Source: an optimization exercise on an open RTL-to-GDS flow (aim: small area and a short achievable clock period). Production flows keep margins and buffers that such runs may drop. In this exercise RTL edits were held to simulation tests only and were not proved equivalent to the original. Power is estimated from default activity; no workload was simulated.

## MIPS_Multi_Cycle
module MIPS_Multi_Cycle
#(
parameter WIDTH=32
)
(
input clk,
input reset,
input RegDst,
input ALUSrcA,
input PCSrc,
input PCWrite,
input MemWrite,
input IorD,
input IRWrite,
input MomtoReg,
input RegWrite,
input [2:0] ALUControl,
input [1:0] ALUSrcB,
output [WIDTH-1:0] Simulacion,
output [WIDTH-1:0] out,
output [WIDTH-1:0] pcounter,
output [WIDTH-1:0] instr
);
For scale: about 140 I/O pins.
Settings: LEC_CHECK=0, CAP_MARGIN=20, CORE_MARGIN=2, CORE_UTILIZATION=50, CTS_BUF_LIST=sky130_fd_sc_hd__clkbuf_4 sky130_fd_sc_hd__clkbuf_8 sky130_fd_sc_hd__clkbuf_16, CTS_CLUSTER_DIAMETER=70, CTS_CLUSTER_SIZE=25, PLACE_DENSITY=0.62, SETUP_SLACK_MARGIN=5, SLEW_MARGIN=20, SYNTH_HIERARCHICAL=1; clock period 12.0 ns.
standard.sh (not shown) runs the stock make flow with config.mk's settings and CLKGATE_MAP_FILE= SYNTH_SCRIPT=/design/flow/synth_recipe.tcl, a recipe that flattens the netlist after the stock synthesis.
==> flow/flow/run.sh <==
#!/bin/bash
# Own flow: the standard layout, except that the ALU module is mapped by
# ABC with a delay-driven script (flow/abc_fast.script) and the rest with an
# area-oriented one (flow/abc_top.script). The design, its registers
# included, is otherwise synthesized as standard.sh does, but
# without the adder-cell step (ADDER_MAP_FILE empty), so ABC maps the adder.
# Timing repair aims 6 ns above the target, the port buffers are buf_2, and
# clock tree synthesis adds no dummy loads.
set -euo pipefail
W=$(pwd)
rm -rf "$W/scripts"
cp -r "$FLOW_HOME/scripts" "$W/scripts"
cp "$W/flow/abc_fast.script" "$W/scripts/abc_fast.script"
cp "$W/flow/abc_top.script" "$W/scripts/abc_top.script"
python3 - "$W/scripts/synth.tcl" <<'PY'
import sys
p = sys.argv[1]
s = open(p).read()
old = "  log_cmd abc {*}$abc_args\n"
assert s.count(old) == 1, "abc call not found"
new = ("  set abc_args_fast [lreplace $abc_args 1 1 $::env(SCRIPTS_DIR)/abc_fast.script]\n"
       "  log_cmd abc {*}$abc_args_fast ALU\n"
       "  set abc_args_top [lreplace $abc_args 1 1 $::env(SCRIPTS_DIR)/abc_top.script]\n"
       "  log_cmd abc {*}$abc_args_top $::env(DESIGN_NAME)\n")
open(p, "w").write(s.replace(old, new))
PY
bash "$W/standard.sh" "SCRIPTS_DIR=$W/scripts" "ADDER_MAP_FILE=" "SETUP_SLACK_MARGIN=6" \
  "BUFFER_PORTS_ARGS=-buffer_cell sky130_fd_sc_hd__buf_2" \
  "CTS_ARGS=-sink_clustering_enable -repair_clock_nets -sink_clustering_size 25 -sink_clustering_max_diameter 70 -buf_list {sky130_fd_sc_hd__clkbuf_4 sky130_fd_sc_hd__clkbuf_8 sky130_fd_sc_hd__clkbuf_16} -dont_use_dummy_load" finish > "$W/flow_make.log" 2>&1
==> flow/flow/abc_fast.script <==
strash
dch
map -B 0.9
topo
buffer -c
topo
stime -c
upsize -c
dnsize -c
==> flow/flow/abc_top.script <==
&get -n
&st
&synch2
&dch
&nf -a
&st
&dch
&nf -a
&put
buffer -c
topo
stime -c
upsize -c
dnsize -c
The baseline finished clean.
Rerun with:
--- a/flow/config.mk
+++ b/flow/config.mk
@@ -10 +10 @@
-export CORE_UTILIZATION = 50
+export CORE_UTILIZATION = 65
@@ -14 +14 @@
-export PLACE_DENSITY = 0.62
+export PLACE_DENSITY = 0.76
This time the run reached the layout checks and failed them: max-capacitance violations.
Non-clock buffer count went up by 3.
Cell area goes down slightly.
Synthesized cell count is unchanged.
Combinational power stays flat.
Flip-flop and latch count does not change.
Final cell count goes down by a few percent.
Clock skew climbs by 43 ps.
Power is about the same.
Worst setup slack gets better by 24 ps.
Utilization climbs by 16 points.
Rerun with:
--- a/flow/flow/run.sh
+++ b/flow/flow/run.sh
@@ -3,3 +3,2 @@
-# ABC with a delay-driven script (flow/abc_fast.script) and the rest with an
-# area-oriented one (flow/abc_top.script). The design, its registers
-# included, is otherwise synthesized as standard.sh does, but
+# ABC with a delay-driven script (flow/abc_fast.script). The rest of the
+# design, its registers included, is synthesized as standard.sh does, but
@@ -14 +12,0 @@
-cp "$W/flow/abc_top.script" "$W/scripts/abc_top.script"
@@ -23,2 +21 @@
-       "  set abc_args_top [lreplace $abc_args 1 1 $::env(SCRIPTS_DIR)/abc_top.script]\n"
-       "  log_cmd abc {*}$abc_args_top $::env(DESIGN_NAME)\n")
+       "  log_cmd abc {*}$abc_args $::env(DESIGN_NAME)\n")
--- a/flow/config.mk
+++ b/flow/config.mk
@@ -10 +10 @@
-export CORE_UTILIZATION = 65
+export CORE_UTILIZATION = 50
@@ -14 +14 @@
-export PLACE_DENSITY = 0.76
+export PLACE_DENSITY = 0.62
removed: flow/flow/abc_top.script
What happened: This time the run produced a clean layout. Final area rises by 2.4%. Die area rises by 32%. Register-to-register slack degrades by 710 ps. Maximum frequency falls by 1.2%. Worst hold slack is about the same. Power rises by 7.4%. Combinational power rises by about 20%. Wire length rises by 10%. Clock skew falls by 32 ps. Final cell count rises by 8.3%. Via count rises by 0.99%.
Rerun with:
--- a/flow/flow/run.sh
+++ b/flow/flow/run.sh
@@ -3,2 +3,3 @@
-# ABC with a delay-driven script (flow/abc_fast.script). The rest of the
-# design, its registers included, is synthesized as standard.sh does, but
+# ABC with a delay-driven script (flow/abc_fast.script) and the rest with an
+# area-oriented one (flow/abc_top.script). The design, its registers
+# included, is otherwise synthesized as standard.sh does, but
@@ -12,0 +14 @@
+cp "$W/flow/abc_top.script" "$W/scripts/abc_top.script"
@@ -21 +23,2 @@
-       "  log_cmd abc {*}$abc_args $::env(DESIGN_NAME)\n")
+       "  set abc_args_top [lreplace $abc_args 1 1 $::env(SCRIPTS_DIR)/abc_top.script]\n"
+       "  log_cmd abc {*}$abc_args_top $::env(DESIGN_NAME)\n")
==> flow/flow/abc_top.script (new file) <==
&get -n
&st
&synch2
&dch
&nf -a
&st
&dch
&nf -a
&put
buffer -c
topo
stime -c
upsize -c
dnsize -c
--- a/flow/config.mk
+++ b/flow/config.mk
@@ -10 +10 @@
-export CORE_UTILIZATION = 50
+export CORE_UTILIZATION = 60
@@ -14 +14 @@
-export PLACE_DENSITY = 0.62
+export PLACE_DENSITY = 0.72
What happened: The changed run passed the timing, DRC and antenna checks; die area fell by about a fifth; routed wire length fell by a little under a tenth; via count fell by a few percent.

## port drivers added, routing unchanged
The flow's constraints put no driver on any port. The routed layouts listed below were extracted and timed again, unchanged, in two steps. Step 1, drivers: a clkbuf_16 drives clk and a buf_2 each remaining input, both assumed. Step 2 adds t to the input delays and takes it off the output delays; t is the mean of the earliest and latest rising clock arrival at the registers after step 1. Input paths then give back, and output paths get back, about the clock's delay inside the block. a / b / c = no drivers / after step 1 / after step 2; a / b = the first two.
| run | t, ns | slack for setup (ns) | worst setup path after step 2 |
|---|---|---|---|
| the first run | 0.958 | 5.082 / 5.003 / 4.936 | input to register |
| the second run | 0.929 | 5.106 / 5.018 / 4.923 | input to register |
| the third run | 0.993 | 5.022 / 4.936 / 4.936 | input to output |
| the fourth run | 0.947 | 5.010 / 4.933 / 4.933 | input to output |
The setup slack of the second run, which loses most, moves by -0.088 ns with the drivers and by -0.183 ns with both steps.
